This is an optimization exercise on Yosys and OpenROAD, whose aim is small area and a short achievable clock period, not a production implementation. No run shown here included a check of the RTL's function; only the layout flow was run. Power and IR drop assume default switching activity.

## flow/design.v (module list and top-level ports; edited modules follow where they fit)
// module fpm: 3033 lines
// module fadd: 4 lines
// module bsel: 5 lines
// module ao22: 3 lines
// module benc: 4 lines
// module gcomb: 3 lines
// module xr: 3 lines
// module hadd: 4 lines
module fpm(
    input [32:1] a,
    input [32:1] b,
    input clk,
    input rst,
    input in_valid,
    output [32:1] c,
    output out_valid
    );
  // ...
==> flow/flow/run.sh <==
#!/bin/bash
set -euo pipefail
export BUFFER_PORTS_ARGS="-buffer_cell sky130_fd_sc_hd__buf_2"
bash standard.sh > standard.log 2>&1
==> flow/standard.sh <==
#!/bin/bash
# synth_recipe.tcl (not shown) runs the flow's synth.tcl, then flattens the netlist and writes it again
# the make line also repeats each setting of config.mk as NAME=value (left out here)
make -C /OpenROAD-flow-scripts/flow DESIGN_CONFIG=/design/flow/config.mk WORK_HOME=/design/flow/orfs CLKGATE_MAP_FILE= SYNTH_SCRIPT=/design/flow/synth_recipe.tcl "${@:-finish}"
==> flow/config.mk <==
export PLATFORM = sky130hd
export DESIGN_NAME = fpm
export DESIGN_NICKNAME = fpm
export VERILOG_FILES = /design/flow/design.v
export SDC_FILE = /design/flow/constraint.sdc
export NUM_CORES = 4
export LEC_CHECK = 0
export CAP_MARGIN = 50
export CORE_MARGIN = 2
export CORE_UTILIZATION = 60
export CTS_BUF_LIST = sky130_fd_sc_hd__clkbuf_8
export CTS_CLUSTER_DIAMETER = 50
export CTS_CLUSTER_SIZE = 18
export SETUP_SLACK_MARGIN = 2.7
export SLEW_MARGIN = 70
export SYNTH_HIERARCHICAL = 1
export SYNTH_MINIMUM_KEEP_SIZE = 0
export TNS_END_PERCENT = 0
==> flow/constraint.sdc <==
create_clock -name core_clock -period 5.0 [get_ports {clk}]
set_input_delay 1.0000 -clock core_clock [delete_from_list [all_inputs] [get_ports {clk}]]
set_output_delay 1.0000 -clock core_clock [all_outputs]
set_load 0.01 [all_outputs]
==> summary.md, run 1 <==
| Metric | Value |
|---|---|
| Clk_skew | around 0.021 ns |
| Worst Hold Endpoint | q2_c942$_DFF_P_ |
| Crit-path max cell delay | between 0.5 and 0.6 ns |
| Leading area contributor after synthesis | dfxtp_1 |
| GR met2 Demand/Resource | ~51% |
| Final Cycle Share | 57.1% |
| Critical path endpoint category | flip-flop |
| DIE WIDTH | 187 µm |
| Max H-tree Level | 2 |
| Placed cell count | ~2.3k |
| Post-synthesis instance total | ~1.7k |
| GRT Max-Usage Layer | met2 |
| P_clk | 1920 µW |
| Inverters | 63 |
| Critical Setup Path Class | in2reg |
| Clock buf count | 37 |
| Outcome | no timing/DRC/antenna violations |
| Final setup viols | 0 |
| Bufs w/o clock | around 210 |
| Final Wtd Congestion | around 0.90 |
| Clk slew on worst S/H paths | around 0.090 ns |
| Clock network area share | around 3.4% |
| TritonCTS clock tree | done |
| Cell Int Power | around 8100 µW |
| Slack of the critical path | roughly 2.1 ns |
| Io pins | 100 |
| Pre-CTS WS | ~1.0 ns |
| Total GRT Usage | 32.5% |
| Avg Inst Size Synth | 11.8 µm² |
| Clk Latency, worst-skew pair | between 0.5 and 0.6 ns |
| Rows | 66 |
| Power Density | between 500 and 600 nW/µm² |
| Drt first-iter violations | about 1.5k |
| Root Driver | clkbuf_8 |
| Multi-input logic area | between 10000 and 15000 µm² |
| Dominant register cell in the synthesized netlist | dfxtp_1 |
| Synthesized area | 20000 µm² |
| Post-synthesis mux area share | roughly 1.6% |
| Grt ovf | 0 |
| Max FFs per register | 3 |
==> run 2, diff against run 1 <==
--- a/flow/design.v
+++ b/flow/design.v
@@ -1338,167 +1338,189 @@
 wire w_sgn;
 wire w_fz;
 wire w_e255;
 wire [8:0] w_S0;
 wire [8:0] x_S0;
 wire [8:0] x_E1;
 wire [7:0] w_x0;
 wire [7:0] w_x1;
+reg q1_c364;
+reg q1_c366;
+reg q1_c370;
+reg q1_s377;
 reg q1_c376;
 reg q1_s381;
 reg q1_c378;
 reg q1_s383;
-reg q1_c380;
 reg q1_s391;
 reg q1_c384;
 reg q1_s393;
 reg q1_s401;
 reg q1_c394;
 reg q1_s403;
 reg q1_c404;
 reg q1_s413;
 reg q1_s415;
+reg q1_s421;
+reg q1_s423;
+reg q1_c414;
 reg q1_c416;
 reg q1_s425;
-reg q1_s427;
+reg q1_s435;
+reg q1_s437;
+reg q1_c426;
 reg q1_s439;
-reg q1_c428;
-reg q1_s441;
 reg q1_s449;
 reg q1_c440;
 reg q1_s451;
 reg q1_s453;
-reg q1_c442;
 reg q1_c452;
 reg q1_c454;
 reg q1_s467;
 reg q1_s469;
 reg q1_c468;
 reg q1_c470;
 reg q1_s483;
 reg q1_s485;
+reg q1_s495;
+reg q1_s497;
+reg q1_c484;
 reg q1_c486;
 reg q1_s499;
 reg q1_s501;
-reg q1_s503;
 reg q1_s515;
 reg q1_c500;
 reg q1_c502;
 reg q1_s517;
 reg q1_s519;
-reg q1_c504;
 reg q1_s535;
 reg q1_c518;
 reg q1_c520;
 reg q1_s537;
 reg q1_s539;
 reg q1_c538;
 reg q1_c540;
 reg q1_s555;
 reg q1_s557;
 reg q1_s559;
+reg q1_s573;
+reg q1_s575;
+reg q1_c556;
 reg q1_c558;
 reg q1_c560;
 reg q1_s577;
 reg q1_s579;
-reg q1_s581;
+reg q1_s595;
+reg q1_s597;
+reg q1_c578;
 reg q1_c580;
 reg q1_s599;
 reg q1_s601;
-reg q1_c582;
-reg q1_s603;
 reg q1_c600;
 reg q1_c602;
 reg q1_s621;
 reg q1_s623;
 reg q1_s625;
-reg q1_c604;
+reg q1_s641;
+reg q1_s643;
+reg q1_c622;
 reg q1_c624;
 reg q1_c626;
 reg q1_s645;
 reg q1_s647;
-reg q1_s649;
+reg q1_s665;
+reg q1_s667;
+reg q1_c646;
 reg q1_c648;
 reg q1_s669;
 reg q1_s671;
-reg q1_c650;
-reg q1_s673;
 reg q1_c670;
 reg q1_c672;
 reg q1_s691;
 reg q1_s693;
 reg q1_s695;
-reg q1_c674;
+reg q1_s709;
+reg q1_s711;
+reg q1_c692;
 reg q1_c694;
 reg q1_c696;
 reg q1_s713;
 reg q1_s715;
-reg q1_s717;
 reg q1_s733;
 reg q1_c714;
 reg q1_c716;
 reg q1_s735;
 reg q1_s737;
-reg q1_c718;
+reg q1_s749;
+reg q1_s751;
+reg q1_c734;
 reg q1_s753;
 reg q1_c736;
 reg q1_c738;
 reg q1_s755;
-reg q1_s757;
+reg q1_s771;
+reg q1_c754;
+reg q1_c756;
 reg q1_s773;
-reg q1_c758;
 reg q1_s775;
-reg q1_s777;
 reg q1_s789;
 reg q1_c774;
 reg q1_c776;
 reg q1_s791;
 reg q1_s793;
-reg q1_c778;
 reg q1_c792;
 reg q1_c794;
 reg q1_s809;
 reg q1_s811;
 reg q1_c810;
 reg q1_c812;
 reg q1_s825;
 reg q1_s827;
+reg q1_s837;
+reg q1_s839;
+reg q1_c826;
 reg q1_c828;
 reg q1_s841;
-reg q1_s843;
 reg q1_c840;
 reg q1_s853;
 reg q1_c842;
 reg q1_s855;
-reg q1_c844;
+reg q1_s863;
+reg q1_s865;
+reg q1_c854;
 reg q1_c856;
 reg q1_s867;
-reg q1_s869;
+reg q1_c866;
+reg q1_s877;
+reg q1_c868;
 reg q1_s879;
-reg q1_c870;
-reg q1_s881;
 reg q1_s889;
 reg q1_c880;
 reg q1_s891;
-reg q1_c882;
 reg q1_s899;
 reg q1_c892;
 reg q1_s901;
+reg q1_c900;
+reg q1_s907;
+reg q1_s909;
 reg q1_c902;
-reg q1_s911;
-reg q1_c912;
-reg q1_s919;
+reg q1_c908;
+reg q1_c910;
+reg q1_s917;
 reg q1_c918;
 reg q1_s925;
-reg q1_c920;
+reg q1_c926;
+reg q1_s931;
+reg q1_o930;
+reg q1_s935;
+reg q1_c932;
+reg q1_s363;
+reg q1_s365;
 reg q1_s369;
-reg q1_s371;
-reg q1_c372;
-reg q1_s379;
 reg q2_c590;
 reg q2_s611;
 reg q2_c612;
 reg q2_s633;
 reg q2_c634;
 reg q2_s657;
 reg q2_c658;
 reg q2_s681;
@@ -1532,55 +1554,54 @@
 reg q2_s905;
 reg q2_c906;
 reg q2_s913;
 reg q2_c914;
 reg q2_s921;
 reg q2_c922;
 reg q2_s927;
 reg q2_c928;
-reg q1_s933;
 reg q2_s933;
-reg q1_c934;
 reg q2_c934;
-reg q1_s937;
 reg q2_s937;
-reg q1_c938;
 reg q2_c938;
 reg q1_s941;
 reg q2_s941;
 reg q1_c942;
 reg q2_c942;
 reg q1_x943;
 reg q2_x943;
-reg q1_g955;
-reg q1_pp956;
+reg q1_g953;
+reg q1_pp954;
+reg q1_g951;
+reg q1_pp952;
 reg q2_g985;
 reg q2_pp986;
 reg q2_g983;
 reg q2_pp984;
 reg q2_g987;
 reg q2_pp988;
-reg q1_G1043;
-reg q1_P1044;
+reg q2_G1057;
+reg q2_P1058;
+reg q2_G1055;
+reg q2_P1056;
 reg q1_G1089;
 reg q1_P1090;
-reg q2_G1105;
-reg q2_P1106;
-reg q2_G1149;
-reg q2_P1150;
+reg q2_G1101;
+reg q2_P1102;
+reg q2_G1097;
+reg q2_G1147;
+reg q2_P1148;
 reg q2_G1141;
+reg q2_P1150;
+reg q2_P1142;
 reg q2_g975;
 reg q2_pp976;
-reg q2_P1198;
-reg q2_G1055;
-reg q2_P1056;
 reg q2_G1103;
 reg q2_P1104;
-reg q2_P1152;
 reg q1_w_S0_8;
 reg q2_w_S0_8;
 reg q1_w_S0_7;
 reg q2_w_S0_7;
 reg q1_w_S0_6;
 reg q2_w_S0_6;
 reg q1_w_S0_5;
 reg q2_w_S0_5;
@@ -2000,356 +2021,356 @@
 hadd u_s355 (bp62, c352, s355, c356);
 fadd u_s357 (bp9, bp36, bp63, s357, c358);
 hadd u_s359 (c354, c356, s359, c360);
 fadd u_s361 (neg88, bp10, bp37, s361, c362);
 fadd u_s363 (bp64, bp91, c358, s363, c364);
 hadd u_s365 (s361, c360, s365, c366);
 fadd u_s367 (bp11, bp38, bp65, s367, c368);
 fadd u_s369 (bp92, c362, s367, s369, c370);
-hadd u_s371 (c364, c366, s371, c372);
+hadd u_s371 (q1_c364, q1_c366, s371, c372);
 fadd u_s373 (neg117, bp12, bp39, s373, c374);
 fadd u_s375 (bp66, bp93, bp120, s375, c376);
 fadd u_s377 (c368, s373, s375, s377, c378);
-hadd u_s379 (c370, s377, s379, c380);
+hadd u_s379 (q1_c370, q1_s377, s379, c380);
 fadd u_s381 (bp13, bp40, bp67, s381, c382);
 fadd u_s383 (bp94, bp121, c374, s383, c384);
 fadd u_s385 (q1_c376, q1_s381, q1_c378, s385, c386);
-hadd u_s387 (q1_s383, q1_c380, s387, c388);
+hadd u_s387 (q1_s383, c380, s387, c388);
 fadd u_s389 (neg146, bp14, bp41, s389, c390);
 fadd u_s391 (bp68, bp95, bp122, s391, c392);
 fadd u_s393 (bp149, c382, s389, s393, c394);
 fadd u_s395 (q1_s391, q1_c384, q1_s393, s395, c396);
-hadd u_s397 (c388, c386, s397, c398);
+hadd u_s397 (c386, c388, s397, c398);
 fadd u_s399 (bp15, bp42, bp69, s399, c400);
 fadd u_s401 (bp96, bp123, bp150, s401, c402);
 fadd u_s403 (c390, c392, s399, s403, c404);
 fadd u_s405 (q1_s401, q1_c394, q1_s403, s405, c406);
 hadd u_s407 (c396, s405, s407, c408);
 fadd u_s409 (neg175, bp16, bp43, s409, c410);
 fadd u_s411 (bp70, bp97, bp124, s411, c412);
 fadd u_s413 (bp151, bp178, c400, s413, c414);
 fadd u_s415 (c402, s409, s411, s415, c416);
 fadd u_s417 (q1_c404, q1_s413, q1_s415, s417, c418);
 hadd u_s419 (c406, s417, s419, c420);
 fadd u_s421 (bp17, bp44, bp71, s421, c422);
 fadd u_s423 (bp98, bp125, bp152, s423, c424);
 fadd u_s425 (bp179, c410, c412, s425, c426);
-fadd u_s427 (s421, s423, c414, s427, c428);
-fadd u_s429 (q1_c416, q1_s425, q1_s427, s429, c430);
-hadd u_s431 (c418, s429, s431, c432);
+fadd u_s427 (q1_s421, q1_s423, q1_c414, s427, c428);
+fadd u_s429 (q1_c416, q1_s425, c418, s429, c430);
+hadd u_s431 (s427, c420, s431, c432);
 fadd u_s433 (neg204, bp18, bp45, s433, c434);
 fadd u_s435 (bp72, bp99, bp126, s435, c436);
 fadd u_s437 (bp153, bp180, bp207, s437, c438);
 fadd u_s439 (c422, c424, s433, s439, c440);
-fadd u_s441 (s435, s437, c426, s441, c442);
-fadd u_s443 (q1_s439, q1_c428, q1_s441, s443, c444);
-hadd u_s445 (c430, s443, s445, c446);
+fadd u_s441 (q1_s435, q1_s437, q1_c426, s441, c442);
+fadd u_s443 (q1_s439, c428, s441, s443, c444);
+hadd u_s445 (c430, c432, s445, c446);
 fadd u_s447 (bp19, bp46, bp73, s447, c448);
 fadd u_s449 (bp100, bp127, bp154, s449, c450);
 fadd u_s451 (bp181, bp208, c434, s451, c452);
 fadd u_s453 (c436, c438, s447, s453, c454);
 fadd u_s455 (q1_s449, q1_c440, q1_s451, s455, c456);
-fadd u_s457 (q1_s453, q1_c442, c444, s457, c458);
-hadd u_s459 (s455, c446, s459, c460);
+fadd u_s457 (q1_s453, c442, s455, s457, c458);
+hadd u_s459 (c444, s457, s459, c460);
 fadd u_s461 (neg233, bp20, bp47, s461, c462);
 fadd u_s463 (bp74, bp101, bp128, s463, c464);
 fadd u_s465 (bp155, bp182, bp209, s465, c466);
 fadd u_s467 (bp236, c448, c450, s467, c468);
 fadd u_s469 (s461, s463, s465, s469, c470);
 fadd u_s471 (q1_c452, q1_c454, q1_s467, s471, c472);
 fadd u_s473 (q1_s469, c456, s471, s473, c474);
-hadd u_s475 (c458, c460, s475, c476);
+hadd u_s475 (c458, s473, s475, c476);
 fadd u_s477 (bp21, bp48, bp75, s477, c478);
 fadd u_s479 (bp102, bp129, bp156, s479, c480);
 fadd u_s481 (bp183, bp210, bp237, s481, c482);
 fadd u_s483 (c462, c464, c466, s483, c484);
 fadd u_s485 (s477, s479, s481, s485, c486);
 fadd u_s487 (q1_c468, q1_c470, q1_s483, s487, c488);
 fadd u_s489 (q1_s485, c472, s487, s489, c490);
 hadd u_s491 (c474, s489, s491, c492);
 fadd u_s493 (neg262, bp22, bp49, s493, c494);
 fadd u_s495 (bp76, bp103, bp130, s495, c496);
 fadd u_s497 (bp157, bp184, bp211, s497, c498);
 fadd u_s499 (bp238, bp265, c478, s499, c500);
 fadd u_s501 (c480, c482, s493, s501, c502);
-fadd u_s503 (s495, s497, c484, s503, c504);
+fadd u_s503 (q1_s495, q1_s497, q1_c484, s503, c504);
 fadd u_s505 (q1_c486, q1_s499, q1_s501, s505, c506);
-fadd u_s507 (q1_s503, c488, s505, s507, c508);
+fadd u_s507 (c488, s503, s505, s507, c508);
 hadd u_s509 (c490, s507, s509, c510);
 fadd u_s511 (bp23, bp50, bp77, s511, c512);
 fadd u_s513 (bp104, bp131, bp158, s513, c514);
 fadd u_s515 (bp185, bp212, bp239, s515, c516);
 fadd u_s517 (bp266, c494, c496, s517, c518);
 fadd u_s519 (c498, s511, s513, s519, c520);
 fadd u_s521 (q1_s515, q1_c500, q1_c502, s521, c522);
-fadd u_s523 (q1_s517, q1_s519, q1_c504, s523, c524);
-fadd u_s525 (c506, s521, s523, s525, c526);
-hadd u_s527 (c508, s525, s527, c528);
+fadd u_s523 (q1_s517, q1_s519, c504, s523, c524);
+fadd u_s525 (c506, s521, c508, s525, c526);
+hadd u_s527 (s523, c510, s527, c528);
 fadd u_s529 (neg291, bp24, bp51, s529, c530);
 fadd u_s531 (bp78, bp105, bp132, s531, c532);
 fadd u_s533 (bp159, bp186, bp213, s533, c534);
 fadd u_s535 (bp240, bp267, bp294, s535, c536);
 fadd u_s537 (c512, c514, c516, s537, c538);
 fadd u_s539 (s529, s531, s533, s539, c540);
 fadd u_s541 (q1_s535, q1_c518, q1_c520, s541, c542);
 fadd u_s543 (q1_s537, q1_s539, c522, s543, c544);
-fadd u_s545 (c524, s541, c526, s545, c546);
-hadd u_s547 (s543, c528, s547, c548);
+fadd u_s545 (s541, c524, s543, s545, c546);
+hadd u_s547 (c526, s545, s547, c548);
 fadd u_s549 (bp25, bp52, bp79, s549, c550);
 fadd u_s551 (bp106, bp133, bp160, s551, c552);
 fadd u_s553 (bp187, bp214, bp241, s553, c554);
 fadd u_s555 (bp268, bp295, c530, s555, c556);
 fadd u_s557 (c532, c534, c536, s557, c558);
 fadd u_s559 (s549, s551, s553, s559, c560);
 fadd u_s561 (q1_c538, q1_c540, q1_s555, s561, c562);
 fadd u_s563 (q1_s557, q1_s559, c542, s563, c564);
 fadd u_s565 (s561, c544, s563, s565, c566);
 hadd u_s567 (c546, s565, s567, c568);
 fadd u_s569 (neg320, bp26, bp53, s569, c570);
 fadd u_s571 (bp80, bp107, bp134, s571, c572);
 fadd u_s573 (bp161, bp188, bp215, s573, c574);
 fadd u_s575 (bp242, bp269, bp296, s575, c576);
 fadd u_s577 (bp323, c550, c552, s577, c578);
 fadd u_s579 (c554, s569, s571, s579, c580);
-fadd u_s581 (s573, s575, c556, s581, c582);
+fadd u_s581 (q1_s573, q1_s575, q1_c556, s581, c582);
 fadd u_s583 (q1_c558, q1_c560, q1_s577, s583, c584);
-fadd u_s585 (q1_s579, q1_s581, c562, s585, c586);
+fadd u_s585 (q1_s579, c562, s581, s585, c586);
 fadd u_s587 (s583, c564, s585, s587, c588);
 hadd u_s589 (c566, s587, s589, c590);
 fadd u_s591 (bp27, bp54, bp81, s591, c592);
 fadd u_s593 (bp108, bp135, bp162, s593, c594);
 fadd u_s595 (bp189, bp216, bp243, s595, c596);
 fadd u_s597 (bp270, bp297, bp324, s597, c598);
 fadd u_s599 (c570, c572, c574, s599, c600);
 fadd u_s601 (c576, s591, s593, s601, c602);
-fadd u_s603 (s595, s597, c578, s603, c604);
+fadd u_s603 (q1_s595, q1_s597, q1_c578, s603, c604);
 fadd u_s605 (q1_c580, q1_s599, q1_s601, s605, c606);
-fadd u_s607 (q1_c582, q1_s603, c584, s607, c608);
+fadd u_s607 (c582, c584, s603, s607, c608);
 fadd u_s609 (s605, c586, s607, s609, c610);
 hadd u_s611 (c588, s609, s611, c612);
 fadd u_s613 (a[1], bp28, bp55, s613, c614);
 fadd u_s615 (bp82, bp109, bp136, s615, c616);
 fadd u_s617 (bp163, bp190, bp217, s617, c618);
 fadd u_s619 (bp244, bp271, bp298, s619, c620);
 fadd u_s621 (bp325, c592, c594, s621, c622);
 fadd u_s623 (c596, c598, s613, s623, c624);
 fadd u_s625 (s615, s617, s619, s625, c626);
 fadd u_s627 (q1_c600, q1_c602, q1_s621, s627, c628);
-fadd u_s629 (q1_s623, q1_s625, q1_c604, s629, c630);
-fadd u_s631 (c606, s627, s629, s631, c632);
-fadd u_s633 (c608, s631, c610, s633, c634);
+fadd u_s629 (q1_s623, q1_s625, c604, s629, c630);
+fadd u_s631 (c606, s627, c608, s631, c632);
+fadd u_s633 (s629, c610, s631, s633, c634);
 assign x635 = ~(a[2] ^ nn29);
 assign o636 = a[2] | nn29;
 fadd u_s637 (x635, bp56, bp83, s637, c638);
 fadd u_s639 (bp110, bp137, bp164, s639, c640);
 fadd u_s641 (bp191, bp218, bp245, s641, c642);
 fadd u_s643 (bp272, bp299, bp326, s643, c644);
 fadd u_s645 (c614, c616, c618, s645, c646);
 fadd u_s647 (c620, s637, s639, s647, c648);
-fadd u_s649 (s641, s643, c622, s649, c650);
+fadd u_s649 (q1_s641, q1_s643, q1_c622, s649, c650);
 fadd u_s651 (q1_c624, q1_c626, q1_s645, s651, c652);
-fadd u_s653 (q1_s647, q1_s649, c628, s653, c654);
-fadd u_s655 (c630, s651, c632, s655, c656);
-hadd u_s657 (s653, s655, s657, c658);
+fadd u_s653 (q1_s647, c628, s649, s653, c654);
+fadd u_s655 (s651, c630, s653, s655, c656);
+hadd u_s657 (c632, s655, s657, c658);
 assign x659 = ~(a[3] ^ o636);
 assign o660 = a[3] | o636;
 fadd u_s661 (bp57, bp84, bp111, s661, c662);
 fadd u_s663 (bp138, bp165, bp192, s663, c664);
 fadd u_s665 (bp219, bp246, bp273, s665, c666);
 fadd u_s667 (bp300, bp327, x659, s667, c668);
 fadd u_s669 (c638, c640, c642, s669, c670);
 fadd u_s671 (c644, s661, s663, s671, c672);
-fadd u_s673 (s665, s667, c646, s673, c674);
+fadd u_s673 (q1_s665, q1_s667, q1_c646, s673, c674);
 fadd u_s675 (q1_c648, q1_s669, q1_s671, s675, c676);
-fadd u_s677 (q1_c650, q1_s673, c652, s677, c678);
+fadd u_s677 (c650, c652, s673, s677, c678);
 fadd u_s679 (s675, c654, s677, s679, c680);
 hadd u_s681 (c656, s679, s681, c682);
 fadd u_s683 (a[4], nn58, bp85, s683, c684);
 fadd u_s685 (bp112, bp139, bp166, s685, c686);
 fadd u_s687 (bp193, bp220, bp247, s687, c688);
 fadd u_s689 (bp274, bp301, bp328, s689, c690);
 fadd u_s691 (o660, c662, c664, s691, c692);
 fadd u_s693 (c666, c668, s683, s693, c694);
 fadd u_s695 (s685, s687, s689, s695, c696);
 fadd u_s697 (q1_c670, q1_c672, q1_s691, s697, c698);
-fadd u_s699 (q1_s693, q1_s695, q1_c674, s699, c700);
-fadd u_s701 (c676, s697, s699, s701, c702);
-fadd u_s703 (c678, s701, c680, s703, c704);
+fadd u_s699 (q1_s693, q1_s695, c674, s699, c700);
+fadd u_s701 (c676, s697, c678, s701, c702);
+fadd u_s703 (s699, c680, s701, s703, c704);
 assign x705 = ~(a[5] ^ bp86);
 assign o706 = a[5] | bp86;
 fadd u_s707 (bp113, bp140, bp167, s707, c708);
 fadd u_s709 (bp194, bp221, bp248, s709, c710);
 fadd u_s711 (bp275, bp302, bp329, s711, c712);
 fadd u_s713 (x705, c684, c686, s713, c714);
 fadd u_s715 (c688, c690, s707, s715, c716);
-fadd u_s717 (s709, s711, c692, s717, c718);
+fadd u_s717 (q1_s709, q1_s711, q1_c692, s717, c718);
 fadd u_s719 (q1_c694, q1_c696, q1_s713, s719, c720);
-fadd u_s721 (q1_s715, q1_s717, c698, s721, c722);
-fadd u_s723 (c700, s719, c702, s723, c724);
-hadd u_s725 (s721, s723, s725, c726);
+fadd u_s721 (q1_s715, c698, s717, s721, c722);
+fadd u_s723 (s719, c700, s721, s723, c724);
+hadd u_s725 (c702, s723, s725, c726);
 fadd u_s727 (a[6], nn87, bp114, s727, c728);
 fadd u_s729 (bp141, bp168, bp195, s729, c730);
 fadd u_s731 (bp222, bp249, bp276, s731, c732);
 fadd u_s733 (bp303, bp330, o706, s733, c734);
 fadd u_s735 (c708, c710, c712, s735, c736);
 fadd u_s737 (s727, s729, s731, s737, c738);
 fadd u_s739 (q1_s733, q1_c714, q1_c716, s739, c740);
-fadd u_s741 (q1_s735, q1_s737, q1_c718, s741, c742);
-fadd u_s743 (c720, s739, s741, s743, c744);
-fadd u_s745 (c722, s743, c724, s745, c746);
+fadd u_s741 (q1_s735, q1_s737, c718, s741, c742);
+fadd u_s743 (c720, s739, c722, s743, c744);
+fadd u_s745 (s741, c724, s743, s745, c746);
 assign x747 = ~(a[7] ^ bp115);
 assign o748 = a[7] | bp115;
 fadd u_s749 (bp142, bp169, bp196, s749, c750);
 fadd u_s751 (bp223, bp250, bp277, s751, c752);
 fadd u_s753 (bp304, bp331, x747, s753, c754);
 fadd u_s755 (c728, c730, c732, s755, c756);
-fadd u_s757 (s749, s751, c734, s757, c758);
+fadd u_s757 (q1_s749, q1_s751, q1_c734, s757, c758);
 fadd u_s759 (q1_s753, q1_c736, q1_c738, s759, c760);
-fadd u_s761 (q1_s755, q1_s757, c740, s761, c762);
-fadd u_s763 (c742, s759, c744, s763, c764);
-hadd u_s765 (s761, s763, s765, c766);
+fadd u_s761 (q1_s755, c740, s757, s761, c762);
+fadd u_s763 (s759, c742, s761, s763, c764);
+hadd u_s765 (c744, s763, s765, c766);
 fadd u_s767 (a[8], nn116, bp143, s767, c768);
 fadd u_s769 (bp170, bp197, bp224, s769, c770);
 fadd u_s771 (bp251, bp278, bp305, s771, c772);
 fadd u_s773 (bp332, o748, c750, s773, c774);
 fadd u_s775 (c752, s767, s769, s775, c776);
-fadd u_s777 (s771, c754, c756, s777, c778);
-fadd u_s779 (q1_s773, q1_c758, q1_s775, s779, c780);
-fadd u_s781 (q1_s777, c760, s779, s781, c782);
-fadd u_s783 (c762, s781, c764, s783, c784);
+fadd u_s777 (q1_s771, q1_c754, q1_c756, s777, c778);
+fadd u_s779 (q1_s773, q1_s775, c758, s779, c780);
+fadd u_s781 (c760, s777, c762, s781, c782);
+fadd u_s783 (s779, c764, s781, s783, c784);
 assign x785 = ~(a[9] ^ bp144);
 assign o786 = a[9] | bp144;
 fadd u_s787 (bp171, bp198, bp225, s787, c788);
 fadd u_s789 (bp252, bp279, bp306, s789, c790);
 fadd u_s791 (bp333, x785, c768, s791, c792);
 fadd u_s793 (c770, c772, s787, s793, c794);
 fadd u_s795 (q1_s789, q1_c774, q1_c776, s795, c796);
-fadd u_s797 (q1_s791, q1_s793, q1_c778, s797, c798);
-fadd u_s799 (c780, s795, s797, s799, c800);
+fadd u_s797 (q1_s791, q1_s793, c778, s797, c798);
+fadd u_s799 (s795, c780, s797, s799, c800);
 hadd u_s801 (c782, s799, s801, c802);
 fadd u_s803 (a[10], nn145, bp172, s803, c804);
 fadd u_s805 (bp199, bp226, bp253, s805, c806);
 fadd u_s807 (bp280, bp307, bp334, s807, c808);
 fadd u_s809 (o786, c788, c790, s809, c810);
 fadd u_s811 (s803, s805, s807, s811, c812);
 fadd u_s813 (q1_c792, q1_c794, q1_s809, s813, c814);
-fadd u_s815 (q1_s811, c796, c798, s815, c816);
-fadd u_s817 (s813, c800, s815, s817, c818);
+fadd u_s815 (q1_s811, c796, s813, s815, c816);
+fadd u_s817 (c798, s815, c800, s817, c818);
 assign x819 = ~(a[11] ^ bp173);
 assign o820 = a[11] | bp173;
 fadd u_s821 (bp200, bp227, bp254, s821, c822);
 fadd u_s823 (bp281, bp308, bp335, s823, c824);
 fadd u_s825 (x819, c804, c806, s825, c826);
 fadd u_s827 (c808, s821, s823, s827, c828);
 fadd u_s829 (q1_c810, q1_c812, q1_s825, s829, c830);
 fadd u_s831 (q1_s827, c814, s829, s831, c832);
 hadd u_s833 (c816, s831, s833, c834);
 fadd u_s835 (a[12], nn174, bp201, s835, c836);
 fadd u_s837 (bp228, bp255, bp282, s837, c838);
 fadd u_s839 (bp309, bp336, o820, s839, c840);
 fadd u_s841 (c822, c824, s835, s841, c842);
-fadd u_s843 (s837, s839, c826, s843, c844);
-fadd u_s845 (q1_c828, q1_s841, q1_s843, s845, c846);
-fadd u_s847 (c830, s845, c832, s847, c848);
+fadd u_s843 (q1_s837, q1_s839, q1_c826, s843, c844);
+fadd u_s845 (q1_c828, q1_s841, c830, s845, c846);
+fadd u_s847 (s843, c832, s845, s847, c848);
 assign x849 = ~(a[13] ^ bp202);
 assign o850 = a[13] | bp202;
 fadd u_s851 (bp229, bp256, bp283, s851, c852);
 fadd u_s853 (bp310, bp337, x849, s853, c854);
 fadd u_s855 (c836, c838, s851, s855, c856);
 fadd u_s857 (q1_c840, q1_s853, q1_c842, s857, c858);
-fadd u_s859 (q1_s855, q1_c844, c846, s859, c860);
-hadd u_s861 (s857, s859, s861, c862);
+fadd u_s859 (q1_s855, c844, s857, s859, c860);
+hadd u_s861 (c846, s859, s861, c862);
 fadd u_s863 (a[14], nn203, bp230, s863, c864);
 fadd u_s865 (bp257, bp284, bp311, s865, c866);
 fadd u_s867 (bp338, o850, c852, s867, c868);
-fadd u_s869 (s863, s865, c854, s869, c870);
-fadd u_s871 (q1_c856, q1_s867, q1_s869, s871, c872);
-fadd u_s873 (c858, s871, c860, s873, c874);
+fadd u_s869 (q1_s863, q1_s865, q1_c854, s869, c870);
+fadd u_s871 (q1_c856, q1_s867, c858, s871, c872);
+fadd u_s873 (s869, c860, s871, s873, c874);
 assign x875 = ~(a[15] ^ bp231);
 assign o876 = a[15] | bp231;
 fadd u_s877 (bp258, bp285, bp312, s877, c878);
 fadd u_s879 (bp339, x875, c864, s879, c880);
-fadd u_s881 (c866, s877, c868, s881, c882);
-fadd u_s883 (q1_s879, q1_c870, q1_s881, s883, c884);
+fadd u_s881 (q1_c866, q1_s877, q1_c868, s881, c882);
+fadd u_s883 (q1_s879, c870, s881, s883, c884);
 hadd u_s885 (c872, s883, s885, c886);
 fadd u_s887 (a[16], nn232, bp259, s887, c888);
 fadd u_s889 (bp286, bp313, bp340, s889, c890);
 fadd u_s891 (o876, c878, s887, s891, c892);
 fadd u_s893 (q1_s889, q1_c880, q1_s891, s893, c894);
-fadd u_s895 (q1_c882, c884, s893, s895, c896);
+fadd u_s895 (c882, s893, c884, s895, c896);
 assign x897 = ~(a[17] ^ bp260);
 assign o898 = a[17] | bp260;
 fadd u_s899 (bp287, bp314, bp341, s899, c900);
 fadd u_s901 (x897, c888, c890, s901, c902);
 fadd u_s903 (q1_s899, q1_c892, q1_s901, s903, c904);
 hadd u_s905 (c894, s903, s905, c906);
 fadd u_s907 (a[18], nn261, bp288, s907, c908);
 fadd u_s909 (bp315, bp342, o898, s909, c910);
-fadd u_s911 (c900, s907, s909, s911, c912);
-fadd u_s913 (q1_c902, q1_s911, c904, s913, c914);
+fadd u_s911 (q1_c900, q1_s907, q1_s909, s911, c912);
+fadd u_s913 (q1_c902, c904, s911, s913, c914);
 assign x915 = ~(a[19] ^ bp289);
 assign o916 = a[19] | bp289;
 fadd u_s917 (bp316, bp343, x915, s917, c918);
-fadd u_s919 (c908, c910, s917, s919, c920);
-hadd u_s921 (q1_c912, q1_s919, s921, c922);
+fadd u_s919 (q1_c908, q1_c910, q1_s917, s919, c920);
+hadd u_s921 (c912, s919, s921, c922);
 fadd u_s923 (a[20], nn290, bp317, s923, c924);
 fadd u_s925 (bp344, o916, s923, s925, c926);
-fadd u_s927 (q1_c918, q1_s925, q1_c920, s927, c928);
+fadd u_s927 (q1_c918, q1_s925, c920, s927, c928);
 assign x929 = ~(a[21] ^ bp318);
 assign o930 = a[21] | bp318;
 fadd u_s931 (bp345, x929, c924, s931, c932);
-hadd u_s933 (c926, s931, s933, c934);
+hadd u_s933 (q1_c926, q1_s931, s933, c934);
 fadd u_s935 (a[22], nn319, bp346, s935, c936);
-fadd u_s937 (o930, s935, c932, s937, c938);
+fadd u_s937 (q1_o930, q1_s935, q1_c932, s937, c938);
 assign x939 = ~(a[23] ^ bp347);
 assign o940 = a[23] | bp347;
 hadd u_s941 (x939, c936, s941, c942);
 assign x943 = ~(nn348 ^ o940);
 assign o944 = nn348 | o940;
 assign g945 = bp4 & neg1;
 assign pp946 = bp4 ^ neg1;
 assign g947 = bp33 & s349;
 assign pp948 = bp33 ^ s349;
 assign g949 = c350 & s351;
 assign pp950 = c350 ^ s351;
 assign g951 = s353 & s355;
 assign pp952 = s353 ^ s355;
 assign g953 = s357 & s359;
 assign pp954 = s357 ^ s359;
-assign g955 = s363 & s365;
-assign pp956 = s363 ^ s365;
-assign g957 = q1_s369 & q1_s371;
-assign pp958 = q1_s369 ^ q1_s371;
-assign g959 = q1_c372 & q1_s379;
-assign pp960 = q1_c372 ^ q1_s379;
+assign g955 = q1_s363 & q1_s365;
+assign pp956 = q1_s363 ^ q1_s365;
+assign g957 = q1_s369 & s371;
+assign pp958 = q1_s369 ^ s371;
+assign g959 = c372 & s379;
+assign pp960 = c372 ^ s379;
 assign g961 = s385 & s387;
 assign pp962 = s385 ^ s387;
 assign g963 = s395 & s397;
 assign pp964 = s395 ^ s397;
 assign g965 = c398 & s407;
 assign pp966 = c398 ^ s407;
 assign g967 = c408 & s419;
 assign pp968 = c408 ^ s419;
-assign g969 = c420 & s431;
-assign pp970 = c420 ^ s431;
-assign g971 = c432 & s445;
-assign pp972 = c432 ^ s445;
-assign g973 = s457 & s459;
-assign pp974 = s457 ^ s459;
-assign g975 = s473 & s475;
-assign pp976 = s473 ^ s475;
+assign g969 = s429 & s431;
+assign pp970 = s429 ^ s431;
+assign g971 = s443 & s445;
+assign pp972 = s443 ^ s445;
+assign g973 = c446 & s459;
+assign pp974 = c446 ^ s459;
+assign g975 = c460 & s475;
+assign pp976 = c460 ^ s475;
 assign g977 = c476 & s491;
 assign pp978 = c476 ^ s491;
 assign g979 = c492 & s509;
 assign pp980 = c492 ^ s509;
-assign g981 = c510 & s527;
-assign pp982 = c510 ^ s527;
-assign g983 = s545 & s547;
-assign pp984 = s545 ^ s547;
+assign g981 = s525 & s527;
+assign pp982 = s525 ^ s527;
+assign g983 = c528 & s547;
+assign pp984 = c528 ^ s547;
 assign g985 = c548 & s567;
 assign pp986 = c548 ^ s567;
 assign g987 = c568 & s589;
 assign pp988 = c568 ^ s589;
 assign g989 = q2_c590 & q2_s611;
 assign pp990 = q2_c590 ^ q2_s611;
 assign g991 = q2_c612 & q2_s633;
 assign pp992 = q2_c612 ^ q2_s633;
@@ -2398,20 +2419,20 @@
 assign g1035 = q2_c938 & q2_s941;
 assign pp1036 = q2_c938 ^ q2_s941;
 assign g1037 = q2_c942 & q2_x943;
 assign pp1038 = q2_c942 ^ q2_x943;
 assign G1039 = 1'b0 | (bp5 & g945);
 assign P1040 = bp5 & pp946;
 assign G1041 = g949 | (pp950 & g947);
 assign P1042 = pp950 & pp948;
-assign G1043 = g953 | (pp954 & g951);
-assign P1044 = pp954 & pp952;
-assign G1045 = g957 | (pp958 & q1_g955);
-assign P1046 = pp958 & q1_pp956;
+assign G1043 = q1_g953 | (q1_pp954 & q1_g951);
+assign P1044 = q1_pp954 & q1_pp952;
+assign G1045 = g957 | (pp958 & g955);
+assign P1046 = pp958 & pp956;
 assign G1047 = g961 | (pp962 & g959);
 assign P1048 = pp962 & pp960;
 assign G1049 = g965 | (pp966 & g963);
 assign P1050 = pp966 & pp964;
 assign G1051 = g969 | (pp970 & g967);
 assign P1052 = pp970 & pp968;
 assign G1053 = g973 | (pp974 & g971);
 assign P1054 = pp974 & pp972;
@@ -2446,32 +2467,32 @@
 assign G1083 = g1033 | (pp1034 & g1031);
 assign P1084 = pp1034 & pp1032;
 assign G1085 = g1037 | (pp1038 & g1035);
 assign P1086 = pp1038 & pp1036;
 assign G1087 = g947 | (pp948 & G1039);
 assign P1088 = pp948 & P1040;
 assign G1089 = G1041 | (P1042 & G1039);
 assign P1090 = P1042 & P1040;
-assign G1091 = q1_g955 | (q1_pp956 & q1_G1043);
-assign P1092 = q1_pp956 & q1_P1044;
-assign G1093 = G1045 | (P1046 & q1_G1043);
-assign P1094 = P1046 & q1_P1044;
+assign G1091 = g955 | (pp956 & G1043);
+assign P1092 = pp956 & P1044;
+assign G1093 = G1045 | (P1046 & G1043);
+assign P1094 = P1046 & P1044;
 assign G1095 = g963 | (pp964 & G1047);
 assign P1096 = pp964 & P1048;
 assign G1097 = G1049 | (P1050 & G1047);
 assign P1098 = P1050 & P1048;
 assign G1099 = g971 | (pp972 & G1051);
 assign P1100 = pp972 & P1052;
 assign G1101 = G1053 | (P1054 & G1051);
 assign P1102 = P1054 & P1052;
 assign G1103 = g979 | (pp980 & G1055);
 assign P1104 = pp980 & P1056;
-assign G1105 = G1057 | (P1058 & G1055);
-assign P1106 = P1058 & P1056;
+assign G1105 = q2_G1057 | (q2_P1058 & q2_G1055);
+assign P1106 = q2_P1058 & q2_P1056;
 assign G1107 = q2_g987 | (q2_pp988 & G1059);
 assign P1108 = q2_pp988 & P1060;
 assign G1109 = G1061 | (P1062 & G1059);
 assign P1110 = P1062 & P1060;
 assign G1111 = g995 | (pp996 & G1063);
 assign P1112 = pp996 & P1064;
 assign G1113 = G1065 | (P1066 & G1063);
 assign P1114 = P1066 & P1064;
@@ -2490,40 +2511,40 @@
 assign G1127 = g1027 | (pp1028 & G1079);
 assign P1128 = pp1028 & P1080;
 assign G1129 = G1081 | (P1082 & G1079);
 assign P1130 = P1082 & P1080;
 assign G1131 = g1035 | (pp1036 & G1083);
 assign P1132 = pp1036 & P1084;
 assign G1133 = G1085 | (P1086 & G1083);
 assign P1134 = P1086 & P1084;
-assign G1135 = g951 | (pp952 & G1089);
+assign G1135 = q1_g951 | (q1_pp952 & q1_G1089);
 assign P1136 = pp952 & P1090;
-assign G1137 = q1_G1043 | (q1_P1044 & q1_G1089);
-assign P1138 = P1044 & P1090;
+assign G1137 = G1043 | (P1044 & q1_G1089);
+assign P1138 = P1044 & q1_P1090;
 assign G1139 = G1091 | (P1092 & q1_G1089);
 assign P1140 = P1092 & q1_P1090;
 assign G1141 = G1093 | (P1094 & q1_G1089);
 assign P1142 = P1094 & q1_P1090;
 assign G1143 = g967 | (pp968 & G1097);
 assign P1144 = pp968 & P1098;
 assign G1145 = G1051 | (P1052 & G1097);
 assign P1146 = P1052 & P1098;
 assign G1147 = G1099 | (P1100 & G1097);
 assign P1148 = P1100 & P1098;
-assign G1149 = G1101 | (P1102 & G1097);
+assign G1149 = q2_G1101 | (q2_P1102 & q2_G1097);
 assign P1150 = P1102 & P1098;
-assign G1151 = q2_g983 | (q2_pp984 & q2_G1105);
-assign P1152 = pp984 & P1106;
-assign G1153 = G1059 | (P1060 & q2_G1105);
-assign P1154 = P1060 & q2_P1106;
-assign G1155 = G1107 | (P1108 & q2_G1105);
-assign P1156 = P1108 & q2_P1106;
-assign G1157 = G1109 | (P1110 & q2_G1105);
-assign P1158 = P1110 & q2_P1106;
+assign G1151 = q2_g983 | (q2_pp984 & G1105);
+assign P1152 = q2_pp984 & P1106;
+assign G1153 = G1059 | (P1060 & G1105);
+assign P1154 = P1060 & P1106;
+assign G1155 = G1107 | (P1108 & G1105);
+assign P1156 = P1108 & P1106;
+assign G1157 = G1109 | (P1110 & G1105);
+assign P1158 = P1110 & P1106;
 assign G1159 = g999 | (pp1000 & G1113);
 assign P1160 = pp1000 & P1114;
 assign G1161 = G1067 | (P1068 & G1113);
 assign P1162 = P1068 & P1114;
 assign G1163 = G1115 | (P1116 & G1113);
 assign P1164 = P1116 & P1114;
 assign G1165 = G1117 | (P1118 & G1113);
 assign P1166 = P1118 & P1114;
@@ -2550,20 +2571,20 @@
 assign G1187 = G1095 | (P1096 & G1141);
 assign P1188 = P1096 & P1142;
 assign G1189 = G1097 | (P1098 & G1141);
 assign P1190 = P1098 & P1142;
 assign G1191 = G1143 | (P1144 & G1141);
 assign P1192 = P1144 & P1142;
 assign G1193 = G1145 | (P1146 & G1141);
 assign P1194 = P1146 & P1142;
-assign G1195 = G1147 | (P1148 & G1141);
+assign G1195 = q2_G1147 | (q2_P1148 & q2_G1141);
 assign P1196 = P1148 & P1142;
-assign G1197 = q2_G1149 | (q2_P1150 & q2_G1141);
-assign P1198 = P1150 & P1142;
+assign G1197 = G1149 | (q2_P1150 & q2_G1141);
+assign P1198 = q2_P1150 & q2_P1142;
 assign G1199 = g991 | (pp992 & G1157);
 assign P1200 = pp992 & P1158;
 assign G1201 = G1063 | (P1064 & G1157);
 assign P1202 = P1064 & P1158;
 assign G1203 = G1111 | (P1112 & G1157);
 assign P1204 = P1112 & P1158;
 assign G1205 = G1113 | (P1114 & G1157);
 assign P1206 = P1114 & P1158;
@@ -2587,47 +2608,47 @@
 assign P1224 = P1176 & P1174;
 assign G1225 = G1177 | (P1178 & G1173);
 assign P1226 = P1178 & P1174;
 assign G1227 = G1179 | (P1180 & G1173);
 assign P1228 = P1180 & P1174;
 assign G1229 = G1181 | (P1182 & G1173);
 assign P1230 = P1182 & P1174;
 assign G1231 = q2_g975 | (q2_pp976 & G1197);
-assign P1232 = q2_pp976 & q2_P1198;
+assign P1232 = q2_pp976 & P1198;
 assign G1233 = q2_G1055 | (q2_P1056 & G1197);
-assign P1234 = q2_P1056 & q2_P1198;
+assign P1234 = q2_P1056 & P1198;
 assign G1235 = q2_G1103 | (q2_P1104 & G1197);
-assign P1236 = q2_P1104 & q2_P1198;
-assign G1237 = q2_G1105 | (q2_P1106 & G1197);
-assign P1238 = q2_P1106 & q2_P1198;
-assign G1239 = G1151 | (q2_P1152 & G1197);
-assign P1240 = q2_P1152 & q2_P1198;
+assign P1236 = q2_P1104 & P1198;
+assign G1237 = G1105 | (P1106 & G1197);
+assign P1238 = P1106 & P1198;
+assign G1239 = G1151 | (P1152 & G1197);
+assign P1240 = P1152 & P1198;
 assign G1241 = G1153 | (P1154 & G1197);
-assign P1242 = P1154 & q2_P1198;
+assign P1242 = P1154 & P1198;
 assign G1243 = G1155 | (P1156 & G1197);
-assign P1244 = P1156 & q2_P1198;
+assign P1244 = P1156 & P1198;
 assign G1245 = G1157 | (P1158 & G1197);
-assign P1246 = P1158 & q2_P1198;
+assign P1246 = P1158 & P1198;
 assign G1247 = G1199 | (P1200 & G1197);
-assign P1248 = P1200 & q2_P1198;
+assign P1248 = P1200 & P1198;
 assign G1249 = G1201 | (P1202 & G1197);
-assign P1250 = P1202 & q2_P1198;
+assign P1250 = P1202 & P1198;
 assign G1251 = G1203 | (P1204 & G1197);
-assign P1252 = P1204 & q2_P1198;
+assign P1252 = P1204 & P1198;
 assign G1253 = G1205 | (P1206 & G1197);
-assign P1254 = P1206 & q2_P1198;
+assign P1254 = P1206 & P1198;
 assign G1255 = G1207 | (P1208 & G1197);
-assign P1256 = P1208 & q2_P1198;
+assign P1256 = P1208 & P1198;
 assign G1257 = G1209 | (P1210 & G1197);
-assign P1258 = P1210 & q2_P1198;
+assign P1258 = P1210 & P1198;
 assign G1259 = G1211 | (P1212 & G1197);
-assign P1260 = P1212 & q2_P1198;
+assign P1260 = P1212 & P1198;
 assign G1261 = G1213 | (P1214 & G1197);
-assign P1262 = P1214 & q2_P1198;
+assign P1262 = P1214 & P1198;
 assign G1263 = g1007 | (pp1008 & G1261);
 assign P1264 = pp1008 & P1262;
 assign G1265 = G1071 | (P1072 & G1261);
 assign P1266 = P1072 & P1262;
 assign G1267 = G1119 | (P1120 & G1261);
 assign P1268 = P1120 & P1262;
 assign G1269 = G1121 | (P1122 & G1261);
 assign P1270 = P1122 & P1262;
@@ -2720,167 +2741,189 @@
 assign o_exp[2] = q3_hd1321 ? q3_w_x1_2 : q3_w_x0_2;
 assign o_exp[3] = q3_hd1321 ? q3_w_x1_3 : q3_w_x0_3;
 assign o_exp[4] = q3_hd1321 ? q3_w_x1_4 : q3_w_x0_4;
 assign o_exp[5] = q3_hd1321 ? q3_w_x1_5 : q3_w_x0_5;
 assign o_exp[6] = q3_hd1321 ? q3_w_x1_6 : q3_w_x0_6;
 assign o_exp[7] = q3_hd1321 ? q3_w_x1_7 : q3_w_x0_7;
 wire [31:0] o_c = {q3_w_sgn, o_exp, o_frac};
 always @(posedge clk) begin
+    q1_c364 <= c364;
+    q1_c366 <= c366;
+    q1_c370 <= c370;
+    q1_s377 <= s377;
     q1_c376 <= c376;
     q1_s381 <= s381;
     q1_c378 <= c378;
     q1_s383 <= s383;
-    q1_c380 <= c380;
     q1_s391 <= s391;
     q1_c384 <= c384;
     q1_s393 <= s393;
     q1_s401 <= s401;
     q1_c394 <= c394;
     q1_s403 <= s403;
     q1_c404 <= c404;
     q1_s413 <= s413;
     q1_s415 <= s415;
+    q1_s421 <= s421;
+    q1_s423 <= s423;
+    q1_c414 <= c414;
     q1_c416 <= c416;
     q1_s425 <= s425;
-    q1_s427 <= s427;
+    q1_s435 <= s435;
+    q1_s437 <= s437;
+    q1_c426 <= c426;
     q1_s439 <= s439;
-    q1_c428 <= c428;
-    q1_s441 <= s441;
     q1_s449 <= s449;
     q1_c440 <= c440;
     q1_s451 <= s451;
     q1_s453 <= s453;
-    q1_c442 <= c442;
     q1_c452 <= c452;
     q1_c454 <= c454;
     q1_s467 <= s467;
     q1_s469 <= s469;
     q1_c468 <= c468;
     q1_c470 <= c470;
     q1_s483 <= s483;
     q1_s485 <= s485;
+    q1_s495 <= s495;
+    q1_s497 <= s497;
+    q1_c484 <= c484;
     q1_c486 <= c486;
     q1_s499 <= s499;
     q1_s501 <= s501;
-    q1_s503 <= s503;
     q1_s515 <= s515;
     q1_c500 <= c500;
     q1_c502 <= c502;
     q1_s517 <= s517;
     q1_s519 <= s519;
-    q1_c504 <= c504;
     q1_s535 <= s535;
     q1_c518 <= c518;
     q1_c520 <= c520;
     q1_s537 <= s537;
     q1_s539 <= s539;
     q1_c538 <= c538;
     q1_c540 <= c540;
     q1_s555 <= s555;
     q1_s557 <= s557;
     q1_s559 <= s559;
+    q1_s573 <= s573;
+    q1_s575 <= s575;
+    q1_c556 <= c556;
     q1_c558 <= c558;
     q1_c560 <= c560;
     q1_s577 <= s577;
     q1_s579 <= s579;
-    q1_s581 <= s581;
+    q1_s595 <= s595;
+    q1_s597 <= s597;
+    q1_c578 <= c578;
     q1_c580 <= c580;
     q1_s599 <= s599;
     q1_s601 <= s601;
-    q1_c582 <= c582;
-    q1_s603 <= s603;
     q1_c600 <= c600;
     q1_c602 <= c602;
     q1_s621 <= s621;
     q1_s623 <= s623;
     q1_s625 <= s625;
-    q1_c604 <= c604;
+    q1_s641 <= s641;
+    q1_s643 <= s643;
+    q1_c622 <= c622;
     q1_c624 <= c624;
     q1_c626 <= c626;
     q1_s645 <= s645;
     q1_s647 <= s647;
-    q1_s649 <= s649;
+    q1_s665 <= s665;
+    q1_s667 <= s667;
+    q1_c646 <= c646;
     q1_c648 <= c648;
     q1_s669 <= s669;
     q1_s671 <= s671;
-    q1_c650 <= c650;
-    q1_s673 <= s673;
     q1_c670 <= c670;
     q1_c672 <= c672;
     q1_s691 <= s691;
     q1_s693 <= s693;
     q1_s695 <= s695;
-    q1_c674 <= c674;
+    q1_s709 <= s709;
+    q1_s711 <= s711;
+    q1_c692 <= c692;
     q1_c694 <= c694;
     q1_c696 <= c696;
     q1_s713 <= s713;
     q1_s715 <= s715;
-    q1_s717 <= s717;
     q1_s733 <= s733;
     q1_c714 <= c714;
     q1_c716 <= c716;
     q1_s735 <= s735;
     q1_s737 <= s737;
-    q1_c718 <= c718;
+    q1_s749 <= s749;
+    q1_s751 <= s751;
+    q1_c734 <= c734;
     q1_s753 <= s753;
     q1_c736 <= c736;
     q1_c738 <= c738;
     q1_s755 <= s755;
-    q1_s757 <= s757;
+    q1_s771 <= s771;
+    q1_c754 <= c754;
+    q1_c756 <= c756;
     q1_s773 <= s773;
-    q1_c758 <= c758;
     q1_s775 <= s775;
-    q1_s777 <= s777;
     q1_s789 <= s789;
     q1_c774 <= c774;
     q1_c776 <= c776;
     q1_s791 <= s791;
     q1_s793 <= s793;
-    q1_c778 <= c778;
     q1_c792 <= c792;
     q1_c794 <= c794;
     q1_s809 <= s809;
     q1_s811 <= s811;
     q1_c810 <= c810;
     q1_c812 <= c812;
     q1_s825 <= s825;
     q1_s827 <= s827;
+    q1_s837 <= s837;
+    q1_s839 <= s839;
+    q1_c826 <= c826;
     q1_c828 <= c828;
     q1_s841 <= s841;
-    q1_s843 <= s843;
     q1_c840 <= c840;
     q1_s853 <= s853;
     q1_c842 <= c842;
     q1_s855 <= s855;
-    q1_c844 <= c844;
+    q1_s863 <= s863;
+    q1_s865 <= s865;
+    q1_c854 <= c854;
     q1_c856 <= c856;
     q1_s867 <= s867;
-    q1_s869 <= s869;
+    q1_c866 <= c866;
+    q1_s877 <= s877;
+    q1_c868 <= c868;
     q1_s879 <= s879;
-    q1_c870 <= c870;
-    q1_s881 <= s881;
     q1_s889 <= s889;
     q1_c880 <= c880;
     q1_s891 <= s891;
-    q1_c882 <= c882;
     q1_s899 <= s899;
     q1_c892 <= c892;
     q1_s901 <= s901;
+    q1_c900 <= c900;
+    q1_s907 <= s907;
+    q1_s909 <= s909;
     q1_c902 <= c902;
-    q1_s911 <= s911;
-    q1_c912 <= c912;
-    q1_s919 <= s919;
+    q1_c908 <= c908;
+    q1_c910 <= c910;
+    q1_s917 <= s917;
     q1_c918 <= c918;
     q1_s925 <= s925;
-    q1_c920 <= c920;
+    q1_c926 <= c926;
+    q1_s931 <= s931;
+    q1_o930 <= o930;
+    q1_s935 <= s935;
+    q1_c932 <= c932;
+    q1_s363 <= s363;
+    q1_s365 <= s365;
     q1_s369 <= s369;
-    q1_s371 <= s371;
-    q1_c372 <= c372;
-    q1_s379 <= s379;
     q2_c590 <= c590;
     q2_s611 <= s611;
     q2_c612 <= c612;
     q2_s633 <= s633;
     q2_c634 <= c634;
     q2_s657 <= s657;
     q2_c658 <= c658;
     q2_s681 <= s681;
@@ -2914,55 +2957,54 @@
     q2_s905 <= s905;
     q2_c906 <= c906;
     q2_s913 <= s913;
     q2_c914 <= c914;
     q2_s921 <= s921;
     q2_c922 <= c922;
     q2_s927 <= s927;
     q2_c928 <= c928;
-    q1_s933 <= s933;
-    q2_s933 <= q1_s933;
-    q1_c934 <= c934;
-    q2_c934 <= q1_c934;
-    q1_s937 <= s937;
-    q2_s937 <= q1_s937;
-    q1_c938 <= c938;
-    q2_c938 <= q1_c938;
+    q2_s933 <= s933;
+    q2_c934 <= c934;
+    q2_s937 <= s937;
+    q2_c938 <= c938;
     q1_s941 <= s941;
     q2_s941 <= q1_s941;
     q1_c942 <= c942;
     q2_c942 <= q1_c942;
     q1_x943 <= x943;
     q2_x943 <= q1_x943;
-    q1_g955 <= g955;
-    q1_pp956 <= pp956;
+    q1_g953 <= g953;
+    q1_pp954 <= pp954;
+    q1_g951 <= g951;
+    q1_pp952 <= pp952;
     q2_g985 <= g985;
     q2_pp986 <= pp986;
     q2_g983 <= g983;
     q2_pp984 <= pp984;
     q2_g987 <= g987;
     q2_pp988 <= pp988;
-    q1_G1043 <= G1043;
-    q1_P1044 <= P1044;
+    q2_G1057 <= G1057;
+    q2_P1058 <= P1058;
+    q2_G1055 <= G1055;
+    q2_P1056 <= P1056;
     q1_G1089 <= G1089;
     q1_P1090 <= P1090;
-    q2_G1105 <= G1105;
-    q2_P1106 <= P1106;
-    q2_G1149 <= G1149;
-    q2_P1150 <= P1150;
+    q2_G1101 <= G1101;
+    q2_P1102 <= P1102;
+    q2_G1097 <= G1097;
+    q2_G1147 <= G1147;
+    q2_P1148 <= P1148;
     q2_G1141 <= G1141;
+    q2_P1150 <= P1150;
+    q2_P1142 <= P1142;
     q2_g975 <= g975;
     q2_pp976 <= pp976;
-    q2_P1198 <= P1198;
-    q2_G1055 <= G1055;
-    q2_P1056 <= P1056;
     q2_G1103 <= G1103;
     q2_P1104 <= P1104;
-    q2_P1152 <= P1152;
     q1_w_S0_8 <= w_S0[8];
     q2_w_S0_8 <= q1_w_S0_8;
     q1_w_S0_7 <= w_S0[7];
     q2_w_S0_7 <= q1_w_S0_7;
     q1_w_S0_6 <= w_S0[6];
     q2_w_S0_6 <= q1_w_S0_6;
     q1_w_S0_5 <= w_S0[5];
     q2_w_S0_5 <= q1_w_S0_5;
==> run 2 against run 1 <==
Effect of this change:
- combinational power about the same
- wire length up 6.6%
- critical path depth unchanged
- clock skew up 0.014 ns
- synthesized cell count up 1.8%
- die area up 2.2%
- worst hold slack better by 0.011 ns
- sequential share of layout area up 1.5 points
- non-clock buffer count down 11
- first-iteration DRC count up 1.7%
- critical endpoint is now q1_s625$_DFF_P_
- largest cell class unchanged
==> summary.md, run 2 <==
| Metric | Value |
|---|---|
| Outcome | no timing/DRC/antenna violations |
| Synth Warn # | 7 |
| Post-synthesis instance total | 1723 (+1.8%) |
| DRC | 0 |
| Global-route wire length before repair | 91.0 mm |
| Multi-input logic area | 14500 µm² (+0.80%) |
| Leading cell type in the layout, fill and taps excluded | dfxtp_1 |
| ANT nets after route | 0 |
| Fillers | about 2.5k |
| Post-synth ARST share | 0% |
| Via/cell ratio | 6.20 |
| TritonCTS clock tree | done |
| DIE WIDTH | 189 µm (+1.1%) |
| Most frequent cells in the layout | dfxtp_1, a22o_1, xor2_1 |
| Synthesized area | 20400 µm² (+2.3%) |
| Count leader, synth | dfxtp_1 |
| CTS Buffer Depth | 3 |
| Fin crit period | 2.70 ns |
| Hold buffers post-CTS | 0 |
| HP Class | reg2reg |
| Share of cells above drive strength 1 | between 10% and 20% |
| Final Wtd Congestion | 0.857 (-4.8%) |
| Met3 Use GR | 8.29% |
| Dominant register cell in the synthesized netlist | dfxtp_1 |
| Clk Latency, worst-skew pair | 0.62 ns (+0.04 ns) |
| CP startpoint kind | primary input |
| Area Overhead vs Synth | 18.1% |
| Drt first-iter violations | 1531 (+1.7%) |
| DR WL/cell | ~24 µm |
| Die Footprint | around 36000 µm² |
| Avg Inst Size Synth | 11.9 µm² (+0.50%) |
| Final setup viols | 0 (unchanged) |
| DRT Wirelength | 59.2 mm |
| Synth area leaders | dfxtp_1, fa_1, xor2_1 |
| Seq cells post-synth | 319 |
| Total CTS buffers | 34 |
| Synth cell count leaders | dfxtp_1, xor2_1, a22o_1 |
| Die Span Y | roughly 190 µm |
| Max IR drop VDD | ~0.44 mV |
| Most flops, register | vld |
| Setup_tns | 0 ns |
| Sink count of the clock tree | 319 |
| CP arrival | 3.20 ns |
| Slew Limit Fails | 0 |
| Distinct cell type count after synthesis | 50 |
| Sequential area share after synthesis | a little under a third |
| FMAX | ~370 MHz |
| CP Max Fanout | 9 |
| Total GRT Usage | 33.9% (+1.4 points) |
| GR met2 Demand/Resource | 52.1% (+1.2 points) |
| CP startpoint | b[17] |
| Max FFs per register | 3 (unchanged) |
| Measured slew at the worst slew-check pin | 0.501 ns |
| GRT Max-Usage Layer | met2 |
| Clk_skew | 0.0353 ns (+0.0143 ns) |
| Total power | roughly 14000 µW |
| GRT met1 Usage | a little under half |
| Root Driver | clkbuf_8 |
| Critical path endpoint category | flip-flop |
| Layout Nets | 2384 |
| Via count | ~15k |
| Leading area contributor after synthesis | dfxtp_1 |
| Max-slew headroom | between 60% and 70% |
| Grt ovf | 0 (unchanged) |
| Final Cycle Share | 54.1% (-3.0 points) |
| Initial antenna violation count | 2 |
| Max H-tree Level | 2 (unchanged) |
| DP HPWL | slightly above 40 mm |
| Hold Crit Start | q1_w_fz$_DFF_P_ |
| Clk slew on worst S/H paths | 0.10 ns (about the same) |
| RSZ-0062 raised after global routing | yes |
| Power Density | 579 nW/µm² (about the same) |
| Critical Setup Path Class | in2reg |
| Rows | 67 (+1.5%) |
| Number of synthesized flops with an enable pin | 0 |
| Max Cap Viol | 0 |
| Top cell type's share of synthesized area | roughly 31% |
| LEAKAGE | 0.0106 µW |
| Port-buffer cells | slightly below 100 |
| Io pins | 100 (unchanged) |
| Largest net degree at the start of global routing | 28 |
| Number of global-route vias before repair | 15.7k |
| Worst Path Required | about 5.5 ns |
| Final hold violation count | 0 |
| CORE AREA | around 34000 µm² |
| Register area | about 6400 µm² |
| R2R Path Start | q2_c848$_DFF_P_ |
| Pre-antenna DRT Iters | 6 |
| Initial Util | about three fifths |
[run 2: kinds of logic after synthesis]
family,after synthesis,share of synthesized area [%]
AOI/OAI and AO/OA,397,15.6
xor gates and xnor gates,321,13.7
adders and majority gates,363,31.5
buffers and inverters,94,1.74
DFF,319,31.2
other,1,0.0183
muxes,29,1.47
and+or+nand+nor,199,4.74
[run 2: repair_timing]
action                     4_1_cts  5_1_grt
gates resized for setup         59       56
pin swaps                       16       22
cloned                           3        2
setup endpoints to repair      216      210
buffers inserted                20       16
[run 2: per-stage QoR]
stage               cell area, µm²  std cells  hold WS [ns]  worst slack [ns]  utilization (%)
floorplan                    21000       1745         0.310              1.93                -
global placement             22000       2277         0.310              1.10             65.5
detailed placement           22500       2326         0.312              1.20             67.0
CTS                          23700       2408         0.330              2.33             70.6
global route                 24100       2427         0.321              2.27             72.0
finish                       24100       2427         0.327              2.30             72.0
[run 2: critical path, stage by stage]
cell and delay [ns]:
buf_2 0.16, nand2b_4 0.17, o21ai_4 0.24, buf_6 0.17, buf_6 0.16, a22o_1 0.19
xor2_2 0.09, fa_1 0.58, fa_1 0.42
[run 2: final timing paths]
kind | endpoint | slack, ns | cells after the start
worst max register to register | q3_P1319$_DFF_P_ | 2.36 | 10
worst min-delay path | q2_w_fz$_DFF_P_ | 0.33 | 0
worst max-delay path | q1_s625$_DFF_P_ | 2.30 | 9
worst min register to register | q2_w_fz$_DFF_P_ | 0.33 | 0
[run 2: power breakdown]
group / internal, µW / switching, µW
Combinational: 3670 / 4010
Sequential: 3810 / 641
Clock: 764 / 1080
Total: 8240 / 5730
[run 2: Yosys stat by module (local to each module, per instance)]
module  times used  cells  flops+latches  area [µm²]
ao22           264      1              0        8.76
bsel           264      1              0        8.76
fadd           251      1              0        20.0
fpm              1    908            319       10400
hadd            34      1              0        12.5
xr               2      1              0        8.76
[run 2: layer usage]
metal / wire, µm / share of wire (%)
met5: 14 / 0.024
met4: 2250 / 3.8
met2: 26100 / 44
met1: 24000 / 40
met3: 6800 / 11
[run 2: cell type report]
cell class                      instances  share of cell area (%)
Antenna cell                            1                  0.0104
Clock buffer                           37                    2.11
Multi-Input combinational cell       1334                    60.1
Tap cell                              448                    2.32
Clock inverter                         22                   0.938
Inverter                               64                    1.04
Sequential cell                       319                    26.5
Timing Repair Buffer                  202                    6.97

[re-timing with driven ports]
How much do the figures lean on ideal ports? The routed layouts below were timed once more, with nothing changed but the port constraints.
Step 1 sets driving cells, clkbuf_16 on the clock port and buf_2 on the other inputs (assumed; they add their load-dependent delay and slew).
Step 2, shift: input delay + t, output delay - t, t = (earliest + latest rising clock arrival at the registers) / 2. This alone moves slack from input paths to output paths.
a / b / c = ideal ports / drivers / drivers and shift; a / b = the first two.
run | t (ns) | setup WS [ns] | hold WS [ns] | worst setup path after step 2 | worst slew at a driven data input, ns
run 1 | 0.615 | 2.145 / 1.997 / 1.382 | 0.316 / 0.316 / 0.316 | input to register | 0.21
run 2 | 0.649 | 2.297 / 2.156 / 1.507 | 0.327 / 0.327 / 0.327 | input to register | 0.25
After both steps setup and hold are still met in every run listed. For run 2, which loses most, drivers alone change the setup slack by -0.141 ns; drivers and shift together by -0.790 ns.
